This design comes from an exercise in tuning for small area, a short achievable clock period and few clock cycles per item on the open sky130 flow, not from production work. Function was checked by simulation only, so behaviour that the tests miss may differ from the original.

**constraint.sdc**
```tcl
create_clock -name core_clock -period 38.0 [get_ports {clk}]
set_input_delay 7.6000 -clock core_clock [delete_from_list [all_inputs] [get_ports {clk}]]
set_output_delay 7.6000 -clock core_clock [all_outputs]
set_load 0.01 [all_outputs]
```
**design.v**
```verilog
`timescale 1ns / 1ps
`default_nettype none
module Nbit_reg #(parameter n=1, r=0)
   (input  wire [n-1:0] in,
    output wire [n-1:0] out,
    input  wire         clk,
    input  wire         we,
    input  wire         gwe,
    input  wire         rst
    );
   reg [n-1:0] state;
   assign out = state;
   always @(posedge clk) 
     begin 
       if (gwe & rst) 
         state <= r;
       else if (gwe & we) 
         state <= in; 
     end
endmodule
`timescale 1ns / 1ps
`default_nettype none
module lc4_decoder(input  wire [15:0] insn,                
                   output wire [ 2:0] r1sel,               
                   output wire        r1re,                
                   output wire [ 2:0] r2sel,               
                   output wire        r2re,                
                   output wire [ 2:0] wsel,                
                   output wire        regfile_we,          
                   output wire        nzp_we,              
                   output wire        select_pc_plus_one,  
                   output wire        is_load,             
                   output wire        is_store,            
                   output wire        is_branch,           
                   output wire        is_control_insn      
                   );
   wire [3:0] opcode = insn[15:12];
   assign     is_branch = (opcode == 4'b0000 & insn != 0);
   wire       is_arith = (opcode == 4'b0001);
   wire       is_add = (is_arith & (insn[5:3] == 3'b000));
   wire       is_mul = (is_arith & (insn[5:3] == 3'b001));
   wire       is_sub = (is_arith & (insn[5:3] == 3'b010));
   wire       is_div = (is_arith & (insn[5:3] == 3'b011));
   wire       is_addi = (is_arith & insn[5]);
   wire       is_compare = (opcode == 4'b0010);
   wire       is_cmp = (is_compare & (insn[8:7] == 2'b00));
   wire       is_cmpu = (is_compare & (insn[8:7] == 2'b01));
   wire       is_cmpi = (is_compare & (insn[8:7] == 2'b10));
   wire       is_cmpiu = (is_compare & (insn[8:7] == 2'b11));
   wire       is_jsr = (insn[15:11] == 5'b01001);
   wire       is_jsrr = (insn[15:11] == 5'b01000);
   wire       is_logic = (opcode == 4'b0101);
   wire       is_and = (is_logic & (insn[5:3] == 3'b000));
   wire       is_not = (is_logic & (insn[5:3] == 3'b001));
   wire       is_or = (is_logic & (insn[5:3] == 3'b010));
   wire       is_xor = (is_logic & (insn[5:3] == 3'b011));
   wire       is_andi = (is_logic & insn[5]);
   wire       is_ldr = (opcode == 4'b0110);
   wire       is_str = (opcode == 4'b0111);
   wire       is_rti = (opcode == 4'b1000);
   wire       is_const = (opcode == 4'b1001);
   wire       is_shift = (opcode == 4'b1010);
   wire       is_sll = (is_shift & (insn[5:4] == 2'b00));
   wire       is_sra = (is_shift & (insn[5:4] == 2'b01));
   wire       is_srl = (is_shift & (insn[5:4] == 2'b10));
   wire       is_mod = (is_shift & (insn[5:4] == 2'b11));
   wire       is_jmpr = (insn[15:11] == 5'b11000);
   wire       is_jmp = (insn[15:11] == 5'b11001);
   wire       is_hiconst = (opcode == 4'b1101);
   wire       is_trap = (opcode == 4'b1111);
   assign r1sel = (is_compare | is_hiconst) ? insn[11:9] :   
                  (is_rti) ? 3'd7 : insn[8:6];
   assign r1re = is_arith | 
                 is_compare | 
                 is_jsrr | 
                 is_logic | 
                 is_ldr | 
                 is_str | 
                 is_rti | 
                 is_shift | 
                 is_jmpr |
                 is_hiconst
                 ;
   assign r2sel = (is_str) ? insn[11:9] : insn[2:0];  
   assign r2re = is_add | is_mul |  is_sub | is_div |
                 is_cmp | is_cmpu |
                 is_and | is_or | is_xor |
                 is_str |
                 is_mod;
   assign wsel = (is_jsr | is_jsrr | is_trap) ? 3'd7 : insn[11:9];   
   assign regfile_we = is_arith | is_jsr | is_jsrr | is_logic | is_ldr | is_const | is_shift | is_hiconst | is_trap;
   assign nzp_we = regfile_we | is_compare;
   assign select_pc_plus_one = is_trap | is_jsrr | is_jsr;
   assign is_load = is_ldr;
   assign is_store = is_str;
   assign is_control_insn =  is_jsr | is_jsrr | is_rti | is_jmpr | is_jmp | is_trap;
endmodule
`timescale 1ns / 1ps
`default_nettype none
module lc4_divider_one_iter(input  wire [15:0] i_dividend,
                            input  wire [15:0] i_divisor,
                            input  wire [15:0] i_remainder,
                            input  wire [15:0] i_quotient, 
                            output wire [15:0] o_dividend,
                            output wire [15:0] o_remainder,
                            output wire [15:0] o_quotient);
   wire [15:0] remainder_shift;
   wire [15:0] remainder_intermediate;
   wire [15:0] quotient_shift;
   wire dividend_msb;
   wire remainder_lt_divisor;
   assign remainder_shift = {i_remainder[14:0], 1'd0};
   assign dividend_msb = i_dividend[15];
   assign remainder_intermediate = remainder_shift | dividend_msb;
   assign quotient_shift = {i_quotient[14:0], 1'd0};
   assign remainder_lt_divisor = remainder_intermediate < i_divisor;
   assign o_quotient = remainder_lt_divisor ? (quotient_shift | 1'd0) : (quotient_shift | 1'd1);
   assign o_remainder = remainder_lt_divisor ? remainder_intermediate : remainder_intermediate - i_divisor;
   assign o_dividend = {i_dividend[14:0], 1'd0};
endmodule
module lc4_divider(input  wire [15:0] i_dividend,
                   input  wire [15:0] i_divisor,
                   output wire [15:0] o_remainder,
                   output wire [15:0] o_quotient);
   wire divisor_is_zero;
   wire [15:0] dividend_1, dividend_2, dividend_3, dividend_4, dividend_5, dividend_6, dividend_7, dividend_8,
               dividend_9, dividend_10, dividend_11, dividend_12, dividend_13, dividend_14, dividend_15, dividend_16;
   wire [15:0] remainder_1, remainder_2, remainder_3, remainder_4, remainder_5, remainder_6, remainder_7, remainder_8,
               remainder_9, remainder_10, remainder_11, remainder_12, remainder_13, remainder_14, remainder_15, remainder_16;
   wire [15:0] quotient_1, quotient_2, quotient_3, quotient_4, quotient_5, quotient_6, quotient_7, quotient_8,
               quotient_9, quotient_10, quotient_11, quotient_12, quotient_13, quotient_14, quotient_15, quotient_16;
   assign divisor_is_zero = i_divisor == 1'd0;
   assign o_remainder = divisor_is_zero ? 1'd0 : remainder_16;
   assign o_quotient = divisor_is_zero ? 1'd0 : quotient_16;
   lc4_divider_one_iter div1  (i_dividend, i_divisor, 1'd0, 1'd0, dividend_1, remainder_1, quotient_1);
   lc4_divider_one_iter div2  (dividend_1, i_divisor, remainder_1, quotient_1, dividend_2, remainder_2, quotient_2);
   lc4_divider_one_iter div3  (dividend_2, i_divisor, remainder_2, quotient_2, dividend_3, remainder_3, quotient_3);
   lc4_divider_one_iter div4  (dividend_3, i_divisor, remainder_3, quotient_3, dividend_4, remainder_4, quotient_4);
   lc4_divider_one_iter div5  (dividend_4, i_divisor, remainder_4, quotient_4, dividend_5, remainder_5, quotient_5);
   lc4_divider_one_iter div6  (dividend_5, i_divisor, remainder_5, quotient_5, dividend_6, remainder_6, quotient_6);
   lc4_divider_one_iter div7  (dividend_6, i_divisor, remainder_6, quotient_6, dividend_7, remainder_7, quotient_7);
   lc4_divider_one_iter div8  (dividend_7, i_divisor, remainder_7, quotient_7, dividend_8, remainder_8, quotient_8);
   lc4_divider_one_iter div9  (dividend_8, i_divisor, remainder_8, quotient_8, dividend_9, remainder_9, quotient_9);
   lc4_divider_one_iter div10 (dividend_9, i_divisor, remainder_9, quotient_9, dividend_10, remainder_10, quotient_10);
   lc4_divider_one_iter div11 (dividend_10, i_divisor, remainder_10, quotient_10, dividend_11, remainder_11, quotient_11);
   lc4_divider_one_iter div12 (dividend_11, i_divisor, remainder_11, quotient_11, dividend_12, remainder_12, quotient_12);
   lc4_divider_one_iter div13 (dividend_12, i_divisor, remainder_12, quotient_12, dividend_13, remainder_13, quotient_13);
   lc4_divider_one_iter div14 (dividend_13, i_divisor, remainder_13, quotient_13, dividend_14, remainder_14, quotient_14);
   lc4_divider_one_iter div15 (dividend_14, i_divisor, remainder_14, quotient_14, dividend_15, remainder_15, quotient_15);
   lc4_divider_one_iter div16 (dividend_15, i_divisor, remainder_15, quotient_15, dividend_16, remainder_16, quotient_16);
endmodule
`timescale 1ns / 1ps
`default_nettype none
module lc4_alu( input wire [15:0] i_isn,
                input wire [15:0] i_pc,
                input wire [15:0] i_r1data,
                input wire [15:0] i_r2data,
                output wire [15:0] o_result);
wire [3:0] opcode = i_isn[15:12];
wire [5:0] test = i_isn[5:0];
wire [2:0] subcode = i_isn[5:3];
wire add2_code = i_isn[5];
wire is_br = (opcode == 4'b0000);
wire is_arith = (opcode == 4'b0001);
wire is_add = is_arith ? (subcode == 3'b000) : 0;
wire is_mul = is_arith ? (subcode == 3'b001) : 0;
wire is_sub = is_arith ? (subcode == 3'b010) : 0;
wire is_div = is_arith ? (subcode == 3'b011) : 0;
wire is_add2 = is_arith ? (subcode[2] == 1) : 0; 
wire is_com = (opcode == 4'b0010);
wire [8:7] comcode = i_isn[8:7];
wire is_cmp = is_com ? (comcode == 3'b00) : 0;
wire is_cmpu = is_com ? (comcode == 3'b01) : 0;
wire is_cmpi = is_com ? (comcode == 3'b10) : 0;
wire is_cmpiu = is_com ? (comcode == 3'b11) : 0;
wire is_subrout = (opcode == 4'b0100);
wire is_jsrr = is_subrout ? (i_isn[11] == 0) : 0;
wire is_jsr = is_subrout ? (i_isn[11] == 1) : 0;
wire is_logic = (opcode == 4'b0101);
wire is_and = is_logic ? (subcode == 3'b000) : 0;
wire is_not = is_logic ? (subcode == 3'b001) : 0;
wire is_or = is_logic ? (subcode == 3'b010) : 0;
wire is_xor = is_logic ? (subcode == 3'b011) : 0;
wire is_and2 = is_logic ? (subcode[2] == 1) : 0;
wire is_shift = (opcode == 4'b1010);
wire [1:0] shift_code = subcode[2:1];
wire is_sll = is_shift ? (subcode[2:1] == 2'b00) : 0;
wire is_sra = is_shift ? (shift_code == 2'b01) : 0;
wire is_srl = is_shift ? (shift_code == 2'b10) : 0;
wire is_mod = is_shift ? (shift_code == 2'b11) : 0;
wire is_ldr = (opcode == 4'b0110);
wire is_str = (opcode == 4'b0111);
wire is_rti = (opcode == 4'b1000);
wire is_const = (opcode == 4'b1001);
wire is_jmpr = (opcode == 4'b1100) && (i_isn[11] == 0);
wire is_jmp = (opcode == 4'b1100) && (i_isn[11] == 1);
wire is_hicon = (opcode == 4'b1101);
wire is_trap = (opcode == 4'b1111); 
wire [15:0] calc_div;
wire [15:0] calc_mod;
lc4_divider divider (i_r1data, i_r2data, calc_mod, calc_div);                                                
wire [15:0] cmp_inst = {{9{i_isn[6]}},i_isn[6:0]};
wire [15:0] cmp_instu = {{9{1'b0}},i_isn[6:0]};
wire [15:0] calc_cmpu = (i_r1data > i_r2data) ? 1 :
                        (i_r2data > i_r1data) ? -1 :
                        0;
wire [15:0] calc_cmpiu =    (i_r1data > cmp_instu) ? 1 :
                            (cmp_instu > i_r1data) ? -1 :
                            0;
wire [15:0] calc_cmpii =   (i_r1data > cmp_inst) ? 1 :
                            (cmp_inst > i_r1data) ? -1 :
                            0;
wire [15:0] calc_cmpu_inv = (i_r2data > i_r1data) ? 1 :
                            (i_r1data > i_r2data) ? -1 :
                            0;                        
wire [15:0] calc_cmp = (i_r1data[15] == 0 && i_r2data[15] == 1) ? 1 :
                       (i_r1data[15] == 1 && i_r2data[15] == 0) ? -1 :
                       (i_r1data[15] == 0 && i_r2data[15] == 0) ? calc_cmpu : calc_cmpu;
wire [15:0] calc_cmpi = (i_r1data[15] == 0 && cmp_inst[15] == 1) ? 1 :
                        (i_r1data[15] == 1 && cmp_inst[15] == 0) ? -1 :
                        (i_r1data[15] == 0 && cmp_inst[15] == 0) ? (calc_cmpii) : calc_cmpii;
wire [15:0] calc_jsr;
lc4_sll jsr_sll({{5{1'b0}},i_isn[10:0]},16'b0000000000000100, calc_jsr);
wire [15:0] calc_sra;
lc4_sra sra(i_r1data,{{12{1'b0}},i_isn[3:0]},calc_sra);
wire [15:0] calc_srl;
lc4_srl srl(i_r1data,{{12{1'b0}},i_isn[3:0]},calc_srl);
wire [15:0] calc_sll;
lc4_sll sll(i_r1data,{{12{1'b0}},i_isn[3:0]},calc_sll);
wire [15:0] calc_hicon_sll;
lc4_sll hicon_sll({{8{1'b0}},i_isn[7:0]},16'b0000000000001000,calc_hicon_sll);
assign o_result =   (is_br)     ?   (i_pc + 1 + {{7{i_isn[8]}},i_isn[8:0]}) :
                    (is_add)    ?   (i_r1data + i_r2data) :
                    (is_mul)    ?   (i_r1data * i_r2data) :
                    (is_sub)    ?   (i_r1data - i_r2data) :
                    (is_div)    ?   (calc_div) :
                    (is_add2)   ?   (i_r1data + {{11{i_isn[4]}},i_isn[4:0]}) :                    
                    (is_cmp)    ?   (calc_cmp) :
                    (is_cmpu)   ?   (calc_cmpu) :
                    (is_cmpi)   ?   (calc_cmpi) :
                    (is_cmpiu)  ?   (calc_cmpiu) :
                    (is_jsrr)   ?   (i_r1data) :
                    (is_jsr)    ?   ({i_pc[15],calc_jsr[14:0]}) :
                    (is_and)    ?   (i_r1data & i_r2data) :
                    (is_not)    ?   (~ i_r1data) :
                    (is_or)     ?   (i_r1data | i_r2data) :
                    (is_xor)    ?   (i_r1data ^ i_r2data) :
                    (is_and2)   ?   (i_r1data & {{11{i_isn[4]}},i_isn[4:0]}) :
                    (is_ldr)    ?   (i_r1data + {{10{i_isn[5]}},i_isn[5:0]}) :
                    (is_str)    ?   (i_r1data + {{10{i_isn[5]}},i_isn[5:0]}) :
                    (is_rti)    ?   (i_r1data) :
                    (is_const)  ?   ({{7{i_isn[8]}},i_isn[8:0]}) :
                    (is_sll)    ?   (calc_sll) :
                    (is_sra)    ?   (calc_sra) :
                    (is_srl)    ?   (calc_srl) :  
                    (is_mod)    ?   (calc_mod) :
                    (is_jmpr)   ?   (i_r1data) :
                    (is_jmp)    ?   (i_pc + 1 + {{5{i_isn[10]}},i_isn[10:0]}) :
                    (is_hicon)  ?   ((i_r1data & 16'b0000000011111111) | calc_hicon_sll) :
                    (is_trap)   ?   (16'b1000000000000000 | {{8{1'b0}},i_isn[7:0]}) :
                        0;
endmodule
module lc4_sll( input wire [15:0] i_val,
                input wire [15:0] i_bit,
                output wire [15:0] o_shift);
wire [15:0] b1 = i_bit[3] ? {i_val[7:0],{8{1'b0}}} : i_val;
wire [15:0] b2 = i_bit[2] ? {b1[11:0], {4{1'b0}}} : b1; 
wire [15:0] b3 = i_bit[1] ? {b2[13:0], {2{1'b0}}} : b2;
wire [15:0] b4 = i_bit[0] ? {b3[14:0], {1{1'b0}}} : b3;
assign o_shift = b4;
endmodule
module lc4_srl( input wire [15:0] i_val,
                input wire [15:0] i_bit,
                output wire [15:0] o_shift);
wire [15:0] b1 = i_bit[3] ? {{8{1'b0}}, i_val[15:8]} : i_val;
wire [15:0] b2 = i_bit[2] ? {{4{1'b0}}, b1[15:4]} : b1; 
wire [15:0] b3 = i_bit[1] ? {{2{1'b0}}, b2[15:2]} : b2;
wire [15:0] b4 = i_bit[0] ? {{1{1'b0}}, b3[15:1]} : b3;
assign o_shift = b4;
endmodule
module lc4_sra( input wire [15:0] i_val,
                input wire [15:0] i_bit,
                output wire [15:0] o_shift);
wire [15:0] b1 = i_bit[3] ? {{8{i_val[15]}}, i_val[15:8]} : i_val;
wire [15:0] b2 = i_bit[2] ? {{4{b1[15]}}, b1[15:4]} : b1; 
wire [15:0] b3 = i_bit[1] ? {{2{b2[15]}}, b2[15:2]} : b2;
wire [15:0] b4 = i_bit[0] ? {{1{b3[15]}}, b3[15:1]} : b3;
assign o_shift = b4;
endmodule
`timescale 1ns / 1ps
`default_nettype none
module lc4_regfile #(parameter n = 16)
   (input  wire         clk,
    input  wire         gwe,
    input  wire         rst,
    input  wire [  2:0] i_rs,       
    output wire [n-1:0] o_rs_data,  
    input  wire [  2:0] i_rt,       
    output wire [n-1:0] o_rt_data,  
    input  wire [  2:0] i_rd,       
    input  wire [n-1:0] i_wdata,    
    input  wire         i_rd_we     
    );
   wire [n-1:0] r0v, r1v, r2v, r3v, r4v, r5v, r6v, r7v;
   Nbit_reg #(n) r0 (i_wdata, r0v, clk, (i_rd == 3'd0) & i_rd_we, gwe, rst);
   Nbit_reg #(n) r1 (i_wdata, r1v, clk, (i_rd == 3'd1) & i_rd_we, gwe, rst);
   Nbit_reg #(n) r2 (i_wdata, r2v, clk, (i_rd == 3'd2) & i_rd_we, gwe, rst);
   Nbit_reg #(n) r3 (i_wdata, r3v, clk, (i_rd == 3'd3) & i_rd_we, gwe, rst);
   Nbit_reg #(n) r4 (i_wdata, r4v, clk, (i_rd == 3'd4) & i_rd_we, gwe, rst);
   Nbit_reg #(n) r5 (i_wdata, r5v, clk, (i_rd == 3'd5) & i_rd_we, gwe, rst);
   Nbit_reg #(n) r6 (i_wdata, r6v, clk, (i_rd == 3'd6) & i_rd_we, gwe, rst);
   Nbit_reg #(n) r7 (i_wdata, r7v, clk, (i_rd == 3'd7) & i_rd_we, gwe, rst);
   Nbit_mux8to1 #(n) mux1 (i_rs, r0v, r1v, r2v, r3v, r4v, r5v, r6v, r7v, o_rs_data);
   Nbit_mux8to1 #(n) mux2 (i_rt, r0v, r1v, r2v, r3v, r4v, r5v, r6v, r7v, o_rt_data);
endmodule
module Nbit_mux8to1 #(parameter n = 16)
   (input  wire [  2:0] i_r,
    input  wire [n-1:0] r0v,
    input  wire [n-1:0] r1v,
    input  wire [n-1:0] r2v,
    input  wire [n-1:0] r3v,
    input  wire [n-1:0] r4v,
    input  wire [n-1:0] r5v,
    input  wire [n-1:0] r6v,
    input  wire [n-1:0] r7v,
    output wire [n-1:0] o_r_data
    );
    assign o_r_data = (i_r == 3'd0) ? r0v :
                      (i_r == 3'd1) ? r1v :
                      (i_r == 3'd2) ? r2v :
                      (i_r == 3'd3) ? r3v :
                      (i_r == 3'd4) ? r4v :
                      (i_r == 3'd5) ? r5v :
                      (i_r == 3'd6) ? r6v : r7v;
endmodule
`timescale 1ns / 1ps
`default_nettype none
module lc4_processor
(input  wire        clk,                 
 input  wire        rst,                 
 input  wire        gwe,                 
 output wire [15:0] o_cur_pc,            
 input  wire [15:0] i_cur_insn,          
 output wire [15:0] o_dmem_addr,         
 input  wire [15:0] i_cur_dmem_data,     
 output wire        o_dmem_we,           
 output wire [15:0] o_dmem_towrite,      
 output wire [1:0]  test_stall,          
 output wire [15:0] test_cur_pc,         
 output wire [15:0] test_cur_insn,       
 output wire        test_regfile_we,     
 output wire [2:0]  test_regfile_wsel,   
 output wire [15:0] test_regfile_data,   
 output wire        test_nzp_we,         
 output wire [2:0]  test_nzp_new_bits,   
 output wire        test_dmem_we,        
 output wire [15:0] test_dmem_addr,      
 output wire [15:0] test_dmem_data,      
 input  wire [7:0]  switch_data,         
 output wire [15:0] seven_segment_data,  
 output wire [7:0]  led_data             
 );
 wire [1:0] is_stall = 0;
 wire is_flush ;  
 wire [1:0] f_stall = 0;
 wire load_to_use_stall;
 wire [2:0]     w_wsel;
 wire           x_is_load;
 wire [2:0]     m_wsel;
 wire           m_nzp_we;
 wire           w_nzp_we;
 wire           w_regfile_we;
 wire [15:0] f_pc;
 wire [15:0] f_insn;
 wire [15:0] next_pc;
 Nbit_reg #(16, 16'h8200) f_pc_reg       (.in(next_pc), .out(f_pc), .clk(clk), .we(1'b1), .gwe(gwe), .rst(rst));  
 assign next_pc = (load_to_use_stall) ? f_pc : (is_flush) ? o_alu : f_pc + 1;   
 assign f_insn = (is_stall || load_to_use_stall) ? (d_insn) : 
 (is_flush) ? (16'h0000) : i_cur_insn;
 wire [15:0] f_temp_pc = (is_stall || load_to_use_stall) ? d_pc : f_pc;
 assign o_cur_pc = f_pc;
 wire [15:0] d_pc;
 wire [15:0] d_insn;    
 wire [1:0] d_stall;
 Nbit_reg #(16, 16'h0000)    d_pc_reg    (.in(f_temp_pc), .out(d_pc), .clk(clk), .we(1'b1), .gwe(gwe), .rst(rst));
 Nbit_reg #(16, 16'h0000)    d_insn_reg  (.in(f_insn), .out(d_insn), .clk(clk), .we(1'b1), .gwe(gwe), .rst(rst));
 wire [1:0] f_temp_stall = ( is_flush ) ? 2'd2 : f_stall;
 Nbit_reg #(2, 2'b10)        d_stall_reg (.in(f_temp_stall), .out(d_stall), .clk(clk), .we(1'b1), .gwe(gwe), .rst(rst));
 wire [2:0]     d_r1sel;
 wire [2:0]     d_r2sel;
 wire           d_r1re;
 wire           d_r2re;
 wire           d_select_pc_plus_one;
 wire           d_is_load;
 wire           d_is_store;
 wire           d_is_control_insn;
 wire           d_is_branch;
 wire [2:0]     d_wsel;
 wire           d_regfile_we;
 wire           d_nzp_we;
 wire [0:15]    d_ort_data;
 wire [0:15]    d_ors_data;
 wire [0:15]    d_rt_data;
 wire [0:15]    d_rs_data;
 lc4_decoder decoder (d_insn, d_r1sel, d_r1re, d_r2sel, d_r2re, d_wsel, d_regfile_we, d_nzp_we, d_select_pc_plus_one, d_is_load, d_is_store, d_is_branch, d_is_control_insn);
 lc4_regfile regfile (clk, gwe, rst, d_r1sel, d_ors_data, d_r2sel, d_ort_data, w_wsel, w_result, w_regfile_we);
 assign d_rs_data = (d_r1sel == w_wsel && w_regfile_we) ? w_result : d_ors_data;
 assign d_rt_data = (d_r2sel == w_wsel && w_regfile_we) ? w_result : d_ort_data;
 assign load_to_use_stall = ( x_is_load ) && (( d_r1sel == x_wsel && d_r1re ) || (( d_r2sel == x_wsel && d_r2re ) && (!d_is_store)) || d_is_branch);
 wire [15:0]    x_pc;
 wire [15:0]    x_insn;
 wire [2:0]     x_r1sel;
 wire [2:0]     x_r2sel;
 wire           x_r1re;
 wire           x_r2re;
 wire           x_select_pc_plus_one;
 wire           x_is_store;
 wire           x_is_control_insn;
 wire           x_is_branch;
 wire [2:0]     x_wsel;
 wire           x_regfile_we;
 wire           x_nzp_we;
 wire [15:0]    x_r1data;
 wire [15:0]    x_r2data;
 wire [1:0]     x_stall;
 wire [15:0] d_temp_insn =  ( d_stall ) ? (x_insn) : 
 (is_flush || load_to_use_stall) ? (16'h0000) : d_insn;
 wire xt_r1re = (is_flush || load_to_use_stall) ? 1'b0 : d_r1re;
 wire xt_r2re = (is_flush || load_to_use_stall) ? 1'b0 : d_r2re;
 wire xt_select_pc_plus_one  = (is_flush || load_to_use_stall) ? 1'b0 : d_select_pc_plus_one;
 wire xt_is_load = (is_flush || load_to_use_stall) ? 1'b0 : d_is_load;
 wire xt_is_store = (is_flush || load_to_use_stall) ? 1'b0 : d_is_store;
 wire xt_is_control_insn = (is_flush || load_to_use_stall) ? 1'b0 : d_is_control_insn;
 wire xt_is_branch = (is_flush || load_to_use_stall) ? 1'b0 : d_is_branch;
 wire xt_regfile_we = (is_flush || load_to_use_stall) ? 1'b0 : d_regfile_we;
 wire xt_nzp_we = (is_flush || load_to_use_stall) ? 1'b0 : d_nzp_we;
 Nbit_reg #(16, 16'h0000)    x_pc_reg                    (.in(d_pc), .out(x_pc), .clk(clk), .we(1'b1), .gwe(gwe), .rst(rst));
 Nbit_reg #(16, 16'h0000)    x_insn_reg                  (.in(d_temp_insn), .out(x_insn), .clk(clk), .we(1'b1), .gwe(gwe), .rst(rst));
 Nbit_reg #(3, 3'b000)       x_r1sel_reg                 (.in(d_r1sel), .out(x_r1sel), .clk(clk), .we(1'b1), .gwe(gwe), .rst(rst));
 Nbit_reg #(3, 3'b000)       x_r2sel_reg                 (.in(d_r2sel), .out(x_r2sel), .clk(clk), .we(1'b1), .gwe(gwe), .rst(rst));
 Nbit_reg #(1, 1'b0)         x_r1re_reg                  (.in(xt_r1re), .out(x_r1re), .clk(clk), .we(1'b1), .gwe(gwe), .rst(rst));
 Nbit_reg #(1, 1'b0)         x_r2re_reg                  (.in(xt_r2re), .out(x_r2re), .clk(clk), .we(1'b1), .gwe(gwe), .rst(rst));
 Nbit_reg #(1, 1'b0)         x_select_pc_plus_one_reg    (.in(xt_select_pc_plus_one), .out(x_select_pc_plus_one), .clk(clk), .we(1'b1), .gwe(gwe), .rst(rst));
 Nbit_reg #(1, 1'b0)         x_is_load_reg               (.in(xt_is_load), .out(x_is_load), .clk(clk), .we(1'b1), .gwe(gwe), .rst(rst));
 Nbit_reg #(1, 1'b0)         x_is_store_reg              (.in(xt_is_store), .out(x_is_store), .clk(clk), .we(1'b1), .gwe(gwe), .rst(rst));
 Nbit_reg #(1, 1'b0)         x_is_control_insn_reg       (.in(xt_is_control_insn), .out(x_is_control_insn), .clk(clk), .we(1'b1), .gwe(gwe), .rst(rst));
 Nbit_reg #(1, 1'b0)         x_is_branch_reg             (.in(xt_is_branch), .out(x_is_branch), .clk(clk), .we(1'b1), .gwe(gwe), .rst(rst));
 Nbit_reg #(3, 3'b000)       x_wsel_reg                  (.in(d_wsel), .out(x_wsel), .clk(clk), .we(1'b1), .gwe(gwe), .rst(rst));
 Nbit_reg #(3, 3'b000)       x_regfile_we_reg            (.in(xt_regfile_we), .out(x_regfile_we), .clk(clk), .we(1'b1), .gwe(gwe), .rst(rst));
 Nbit_reg #(1, 1'b0)         x_nzp_we_reg                (.in(xt_nzp_we), .out(x_nzp_we), .clk(clk), .we(1'b1), .gwe(gwe), .rst(rst));
 Nbit_reg #(16, 16'h0000)    x_r1data_reg                (.in(d_rs_data), .out(x_r1data), .clk(clk), .we(1'b1), .gwe(gwe), .rst(rst));
 Nbit_reg #(16, 16'h0000)    x_r2data_reg                (.in(d_rt_data), .out(x_r2data), .clk(clk), .we(1'b1), .gwe(gwe), .rst(rst));
 wire [1:0] d_temp_stall = ( load_to_use_stall ) ? 2'd3 : ( is_flush ) ? 2'd2 : d_stall;
 Nbit_reg #(2, 2'b10)         x_stall_reg                 (.in(d_temp_stall), .out(x_stall), .clk(clk), .we(1'b1), .gwe(gwe), .rst(rst));
 wire [2:0] curr_nzp;  
 wire [15:0] x_pc_plus_one = x_pc+1;
 wire [15:0] o_alu;
 wire [15:0] alu_1;
 assign alu_1 =  ( (x_r1sel == m_wsel) && (m_regfile_we) ) ? m_oresult : 
                 ( (x_r1sel == w_wsel) && (w_regfile_we) ) ? w_result : x_r1data;
 wire [15:0] alu_2;
 assign alu_2 = ( (x_r2sel == m_wsel) && (m_regfile_we) ) ? m_oresult :
                ( (x_r2sel == w_wsel) && (w_regfile_we) ) ? w_result : x_r2data;
 lc4_alu alu (x_insn, x_pc, alu_1, alu_2, o_alu);
 wire [15:0] x_oresult = ( x_select_pc_plus_one ) ? ( x_pc_plus_one ) : ( o_alu ); 
 wire [2:0] br_nzp;  
 assign br_nzp = ( m_nzp_we ) ? ( m_nzp_bits ) : 
 ( w_nzp_we ) ? ( w_temp_nzp_bits ) : ( curr_nzp );
 wire o_branch = !( ( x_insn[11:9] & br_nzp ) == 3'b000);
 assign is_flush = (( o_branch & x_is_branch ) | x_is_control_insn);  
 wire [2:0] x_nzp_bits;
 assign x_nzp_bits[2] = x_oresult[15];
 assign x_nzp_bits[1] = (x_oresult == 16'h0000);
 assign x_nzp_bits[0] = (!x_oresult[15]) & (!x_nzp_bits[1]);
 wire [15:0] x_temp_r2data = (x_is_store && x_r2sel == m_wsel && m_regfile_we) ? w_result : x_r2data;
 wire [15:0]    m_pc;
 wire [15:0]    m_insn;
 wire [2:0]     m_r1sel;
 wire [2:0]     m_r2sel;
 wire           m_is_load;
 wire           m_is_store;
  wire           m_regfile_we;
 wire [15:0]    m_r1data;
 wire [15:0]    m_r2data;
 wire [2:0]     m_nzp_bits;
 wire [15:0]    m_oresult;
 wire [15:0]    m_oalu;
 wire [15:0]    m_wdata;
 wire [1:0]     m_stall;
 Nbit_reg #(16, 16'h0000)    m_pc_reg                   (.in(x_pc), .out(m_pc), .clk(clk), .we(1'b1), .gwe(gwe), .rst(rst));
 Nbit_reg #(16, 16'h0000)    m_insn_reg                 (.in(x_insn), .out(m_insn), .clk(clk), .we(1'b1), .gwe(gwe), .rst(rst));
 Nbit_reg #(3, 3'b000)       m_r1sel_reg                (.in(x_r1sel), .out(m_r1sel), .clk(clk), .we(1'b1), .gwe(gwe), .rst(rst));
 Nbit_reg #(3, 3'b000)       m_r2sel_reg                (.in(x_r2sel), .out(m_r2sel), .clk(clk), .we(1'b1), .gwe(gwe), .rst(rst));
 Nbit_reg #(1, 1'b0)         m_is_load_reg              (.in(x_is_load), .out(m_is_load), .clk(clk), .we(1'b1), .gwe(gwe), .rst(rst));
 Nbit_reg #(1, 1'b0)         m_is_store_reg             (.in(x_is_store), .out(m_is_store), .clk(clk), .we(1'b1), .gwe(gwe), .rst(rst));
 Nbit_reg #(3, 3'b000)       m_wsel_reg                 (.in(x_wsel), .out(m_wsel), .clk(clk), .we(1'b1), .gwe(gwe), .rst(rst));
 Nbit_reg #(3, 3'b000)       m_regfile_we_reg           (.in(x_regfile_we), .out(m_regfile_we), .clk(clk), .we(1'b1), .gwe(gwe), .rst(rst));
 Nbit_reg #(1, 1'b0)         m_nzp_we_reg               (.in(x_nzp_we), .out(m_nzp_we), .clk(clk), .we(1'b1), .gwe(gwe), .rst(rst));
 Nbit_reg #(16, 16'h0000)    m_r1data_reg               (.in(alu_1), .out(m_r1data), .clk(clk), .we(1'b1), .gwe(gwe), .rst(rst));
 Nbit_reg #(16, 16'h0000)    m_r2data_reg               (.in(alu_2), .out(m_r2data), .clk(clk), .we(1'b1), .gwe(gwe), .rst(rst));
 Nbit_reg #(3, 3'b000)       m_nzp_reg                  (.in(x_nzp_bits), .out(m_nzp_bits), .clk(clk), .we(1'b1), .gwe(gwe), .rst(rst));
 Nbit_reg #(2, 2'b10)        m_stall_reg                (.in(x_stall), .out(m_stall), .clk(clk), .we(1'b1), .gwe(gwe), .rst(rst));
 Nbit_reg #(16, 16'h0000)    m_oresult_reg              (.in(x_oresult), .out(m_oresult), .clk(clk), .we(1'b1), .gwe(gwe), .rst(rst));
 Nbit_reg #(16, 16'h0000)    m_oalu_reg                 (.in(o_alu), .out(m_oalu), .clk(clk), .we(1'b1), .gwe(gwe), .rst(rst));
 wire [15:0]    m_dmem_data; 
 wire [15:0]    m_dmem_addr;
 wire [15:0]    m_dmem_towrite;
 wire           m_dmem_we;
 assign o_dmem_towrite = ( m_is_store ) ? ( ( w_regfile_we && ( w_wsel == m_r2sel ) ) ? w_result : m_r2data ) : 16'h0000;
 assign o_dmem_addr = ( m_is_load | m_is_store ) ? m_oalu : 16'h0000;
 assign o_dmem_we = m_is_store;
 assign m_dmem_towrite = o_dmem_towrite;
 assign m_dmem_data = ( m_is_load ) ? i_cur_dmem_data : 16'h0000;
 assign m_dmem_addr = o_dmem_addr;
 assign m_dmem_we = o_dmem_we;
 wire [15:0]    w_pc;
 wire [15:0]    w_insn;
 wire [2:0]     w_r1sel;
 wire [2:0]     w_r2sel;
 wire           w_is_load;
 wire [15:0]    w_r1data;
 wire [15:0]    w_r2data;
 wire [15:0]    w_wdata;
 wire [15:0]    w_oresult;
 wire [15:0]    w_result;
 wire [2:0]     w_nzp_bits;
 wire [15:0]    w_dmem_data; 
 wire [15:0]    w_dmem_towrite; 
 wire [15:0]    w_dmem_addr;
 wire           w_dmem_we;
 wire [1:0]     w_stall;
 Nbit_reg #(16, 16'h0000)    w_pc_reg                   (.in(m_pc), .out(w_pc), .clk(clk), .we(1'b1), .gwe(gwe), .rst(rst));
 Nbit_reg #(16, 16'h0000)    w_insn_reg                 (.in(m_insn), .out(w_insn), .clk(clk), .we(1'b1), .gwe(gwe), .rst(rst));
 Nbit_reg #(3, 3'b000)       w_r1sel_reg                (.in(m_r1sel), .out(w_r1sel), .clk(clk), .we(1'b1), .gwe(gwe), .rst(rst));
 Nbit_reg #(3, 3'b000)       w_r2sel_reg                (.in(m_r2sel), .out(w_r2sel), .clk(clk), .we(1'b1), .gwe(gwe), .rst(rst));
 Nbit_reg #(1, 1'b0)         w_is_load_reg              (.in(m_is_load), .out(w_is_load), .clk(clk), .we(1'b1), .gwe(gwe), .rst(rst));
 Nbit_reg #(3, 3'b000)       w_wsel_reg                 (.in(m_wsel), .out(w_wsel), .clk(clk), .we(1'b1), .gwe(gwe), .rst(rst));
 Nbit_reg #(3, 3'b000)       w_regfile_we_reg           (.in(m_regfile_we), .out(w_regfile_we), .clk(clk), .we(1'b1), .gwe(gwe), .rst(rst));
 Nbit_reg #(1, 1'b0)         w_nzp_we_reg               (.in(m_nzp_we), .out(w_nzp_we), .clk(clk), .we(1'b1), .gwe(gwe), .rst(rst));
 Nbit_reg #(16, 16'h0000)    w_r1data_reg               (.in(m_r1data), .out(w_r1data), .clk(clk), .we(1'b1), .gwe(gwe), .rst(rst));
 Nbit_reg #(16, 16'h0000)    w_r2data_reg               (.in(m_r2data), .out(w_r2data), .clk(clk), .we(1'b1), .gwe(gwe), .rst(rst));
 Nbit_reg #(3, 3'b000)       w_nzp_reg                  (.in(m_nzp_bits), .out(w_nzp_bits), .clk(clk), .we(1'b1), .gwe(gwe), .rst(rst));
 Nbit_reg #(2, 2'b10)        w_stall_reg                (.in(m_stall), .out(w_stall), .clk(clk), .we(1'b1), .gwe(gwe), .rst(rst));
 Nbit_reg #(16, 16'h0000)   w_oresult_reg               (.in(m_oresult), .out(w_oresult), .clk(clk), .we(1'b1), .gwe(gwe), .rst(rst));
 Nbit_reg #(16, 16'h0000)   w_dmem_data_reg             (.in(m_dmem_data), .out(w_dmem_data), .clk(clk), .we(1'b1), .gwe(gwe), .rst(rst));
 Nbit_reg #(16, 16'h0000)   w_dmem_towrite_reg          (.in(m_dmem_towrite), .out(w_dmem_towrite), .clk(clk), .we(1'b1), .gwe(gwe), .rst(rst));
 Nbit_reg #(16, 16'h0000)   w_dmem_addr_reg             (.in(m_dmem_addr), .out(w_dmem_addr), .clk(clk), .we(1'b1), .gwe(gwe), .rst(rst));
 Nbit_reg #(1, 1'b0)        w_dmem_we_reg               (.in(m_dmem_we), .out(w_dmem_we), .clk(clk), .we(1'b1), .gwe(gwe), .rst(rst));
 assign w_result = ( w_is_load ) ? w_dmem_data : w_oresult;
 wire [2:0] w_temp_nzp_bits;
 assign w_temp_nzp_bits[2] = ( w_is_load ) ? (w_result[15]) : (w_nzp_bits[2]);
 assign w_temp_nzp_bits[1] = ( w_is_load ) ? (w_result == 16'h0000) : w_nzp_bits[1];
 assign w_temp_nzp_bits[0] = ( w_is_load ) ? ((!w_result[15]) & (!w_temp_nzp_bits[1])) : w_nzp_bits[0];
 Nbit_reg #(3, 3'b000) nzp_reg (.in(w_temp_nzp_bits), .out(curr_nzp), .clk(clk), .we(w_nzp_we), .gwe(gwe), .rst(rst));    
 assign  test_stall = w_stall;                                       
 assign  test_cur_pc = w_pc;                                         
 assign  test_cur_insn = w_insn;                                     
 assign  test_regfile_we = w_regfile_we;                             
 assign  test_regfile_wsel = w_wsel;                                 
 assign  test_regfile_data = w_result;                               
 assign  test_nzp_we = w_nzp_we;                                     
 assign  test_nzp_new_bits[2] = w_temp_nzp_bits[2];                       
 assign  test_nzp_new_bits[1] = w_temp_nzp_bits[1];
 assign  test_nzp_new_bits[0] = w_temp_nzp_bits[0];
 assign  test_dmem_we = w_dmem_we;                                   
 assign  test_dmem_addr = w_dmem_addr;                               
 assign  test_dmem_data = w_is_load ? w_dmem_data : w_dmem_towrite;  
 assign seven_segment_data = 16'h0000;
 assign led_data = 8'h00;
 endmodule
```
**run.sh**
```bash
#!/bin/bash
# synth_recipe.tcl (not shown) runs the flow's synth.tcl, then flattens the netlist and writes it again
# the make line also repeats each setting of config.mk as NAME=value (left out here)
make -C /OpenROAD-flow-scripts/flow DESIGN_CONFIG=/design/flow/config.mk WORK_HOME=/design/flow/orfs CLKGATE_MAP_FILE= SYNTH_SCRIPT=/design/flow/synth_recipe.tcl finish
```
**config.mk**
```make
export PLATFORM = sky130hd
export DESIGN_NAME = lc4_processor
export DESIGN_NICKNAME = lc4_processor
export VERILOG_FILES = /design/flow/design.v
export SDC_FILE = /design/flow/constraint.sdc
export NUM_CORES = 4
export LEC_CHECK = 0
export CAP_MARGIN = 20
export CORE_MARGIN = 2
export CORE_UTILIZATION = 40
export SLEW_MARGIN = 20
```
==> summary.txt <==
==> worst max-delay path, delay by kind of cell (launching register included) <==
kind	cells	cell delay, ps
adders and majority gates	15	3940
DFF	1	480
and+or+nand+nor	38	7590
buffers and inverters	18	3270
muxes	5	1420
AOI/OAI and AO/OA	86	18000
xor gates and xnor gates	5	810
==> cell usage after synthesis (all sizes together), types with 33 or more instances <==
master,n,share of area
and3,59,0.0077
nor2,605,0.047
a21oi,403,0.042
mux2,49,0.012
xnor2,195,0.036
nand3,153,0.016
xor2,92,0.017
a221oi,34,0.0062
ha,421,0.11
nor4,39,0.0054
a211oi,213,0.034
dfxtp,463,0.19
buf,83,0.0094
a22o,124,0.023
o211ai,60,0.0095
a21o,120,0.019
o21a,95,0.015
o21ai,391,0.041
o21bai,34,0.0053
o2bb2ai,127,0.023
nand2,778,0.061
o31ai,35,0.0055
o22ai,72,0.0094
fa,99,0.041
nand2b,38,0.0050
nor3,117,0.012
o221ai,47,0.0086
nor2b,54,0.0070
clkbuf,337,0.026
mux2i,66,0.014
a21boi,33,0.0052
a31oi,61,0.0080
inv,336,0.026
==> worst min-delay path by stage <==
stage	to	slack [ps]	cells past startpoint
after floorplan	w_nzp_reg.state[1]$_SDFFE_PP0P_	420	1
after global placement	x_insn_reg.state[3]$_SDFFE_PP0P_	440	2
after detailed placement	x_stall_reg.state[0]$_SDFFE_PP0P_	440	1
after CTS	x_insn_reg.state[3]$_SDFFE_PP0P_	450	2
after global routing	x_pc_reg.state[7]$_SDFFE_PP0P_	470	2
final	x_insn_reg.state[3]$_SDFFE_PP0P_	450	2
==> final cells by class <==
class                      instances  area, sq um  area share
clock inverter                    19          270     0.00468
timing repair buffer             896         7240       0.125
multi-input combinational       5178        36200       0.627
antenna                            5         12.5    0.000217
sequential                       463         9290       0.161
tap                             1612         2020      0.0349
clock buffer                      68         1390      0.0240
inverter                         349         1320      0.0229
==> per-layer routing <==
layer / GRT usage / vias up / part of all wire / wire, um
met4: 0.195 / 2 / 0.064 / 14700
met3: 0.0605 / 592 / 0.080 / 18200
li1: - / 24500 / - / -
met1: 0.457 / 25400 / 0.41 / 93500
met5: 0 / - / 0.000057 / 13
met2: 0.581 / 2426 / 0.45 / 102000
==> what timing repair did <==
action	4_1_cts	5_1_grt
setup endpoints to repair	0	50
gates resized for setup	0	73
setup buffers	0	31
==> metrics by stage <==
stage | setup slack [ps] | area, sq um | instances | hold slack [ps]
floorplan | 1270 | 48000 | 6409 | 423
global placement | 863 | 55500 | 8465 | 438
detailed placement | 590 | 55500 | 8465 | 442
CTS | 337 | 57200 | 8552 | 451
global route | -0.902 | 57700 | 8585 | 469
finish | 2270 | 57700 | 8590 | 451
==> kinds of logic after synthesis <==
family / share of synthesized area
fa+ha+maj: 0.151
flops: 0.193
compound gates: 0.317
simple gates: 0.190
mux: 0.0312
buf+inv: 0.0632
xor+xnor: 0.0543
other cells: 0.0000782
==> results_dict.tcl <==
set metrics [dict create \
    worstPathArrival_ps 36180 \
    endpoint "m_nzp_reg.state[0]$_SDFFE_PP0P_" \
    cp_slowest_cell "o311ai_0" \
    grt-ovfl-total 0 \
    rr_worst_depth 167 \
    grt_pass1_vias 50100 \
    place.gp.congestion 1.04 \
    tightest_slew_ps 1300 \
    antenna_found_initial 9 \
    finClkSkew_ps 42.0 \
    drt_iter0_drc 5555 \
    initial_core_util 0.402 \
    ant_nets 0 \
    cts_buffers 47 \
    h-tree-depth 2 \
    hold_class "reg2reg" \
    avgSynthCellArea_sq_um 7.51 \
    startpoint "w_is_load_reg.state$_SDFFE_PP0P_" \
    synth_cell_type_count 106 \
    crit_path_max_fanout 16 \
    viasPerCell 6.16 \
    ys_ff_latch 463 \
    cts_sinks 463 \
    io_buffers 174 \
    die_w_um 350 \
    hold_start "x_insn_reg.state[3]$_SDFFE_PP0P_" \
    crit_type "reg2reg" \
    cp-end-kind "register" \
    grt_max_degree 146 \
    final_cell_mix "777 x nand2_1, 712 x buf_4, 597 x nor2_1" \
    synth-warning-count 12 \
    critPathRequiredTime_ps 38450 \
    layout.nets 7498 \
    fin_crit_ps 35730 \
    grt_pass1_wl_um 332000 \
    cts_root_buffer "clkbuf_16" \
    crit_path_start_kind "register" \
    cts_tree "yes" \
    ys_seq_area_frac 0.193 \
    syn_inst 6379 \
    status "finished clean" \
    post_drt_wl_per_cell_um 26.6 \
    mostFrequentLayoutCell "nand2_1" \
    fp.dieH_um 350 \
    slowest_delay_ps 620 \
    slew_headroom 0.129 \
    post-dp-hpwl_um 171000 \
    dr.pass1.iters 6 \
    core_area_sq_um 119000 \
    clock_latency_ps 620 \
    setup_viol 0 \
    drv_cap 0 \
    cp_common_cell "o21ai_0" \
    synth_edf_count 0 \
    die-area_sq_um 123000 \
    rows 127 \
    drive_gt1_frac 0.148 \
    cts.clk_slew.worst_paths_ps 60 \
    gr-usage-all-layers 0.360 \
    fin_util 0.484 \
    rr_endpoint "m_nzp_reg.state[0]$_SDFFE_PP0P_" \
    syn_area_sq_um 47900 \
    totalWireLength_um 229000 \
    hold_viol_final 0 \
    timing.fmax_mhz 28.0 \
    fillCellCount 11900 \
    drc 0 \
    tns_ps 0 \
    worstReg2RegStart "w_is_load_reg.state$_SDFFE_PP0P_" \
    ys.flop_type "dfxtp_1" \
    cts.path.max_buffers 3 \
    period_share 0.940 \
    slew_violations 0 \
    async_flop_share 0 \
    postCtsHoldBufs 0 \
    num_vias 52900 \
    synthToLayoutAreaGrowth_pct 20.5 \
    reg2reg_slack_ps 2270 \
    ioPinCount 207 \
]
Testbench counts, summed over its fixed seeds: cycles 81,432, instructions 64,000.

==> static timing again, ports no longer ideal <==
The flow's constraints put no driver on any port. The routed layout listed below was extracted and timed again, unchanged, in two steps. Step 1 sets driving cells, clkbuf_16 on the clock port and buf_2 on the other inputs (assumed; they add their load-dependent delay and slew). Step 2, shift: input delay + t, output delay - t, t = (earliest + latest rising clock arrival at the registers) / 2. This alone moves slack from input paths to output paths. Slacks: ideal ports / drivers / drivers and shift; pairs: ideal ports / drivers.
t (ns): 0.670
slack for setup (ns): 2.275 / 2.275 / 2.275
clock arrival spread, ns: 0.042 / 0.042
After both steps this run still meets setup and hold. For this run, drivers alone change the setup slack by 0.000 ns; drivers and shift together by 0.000 ns.
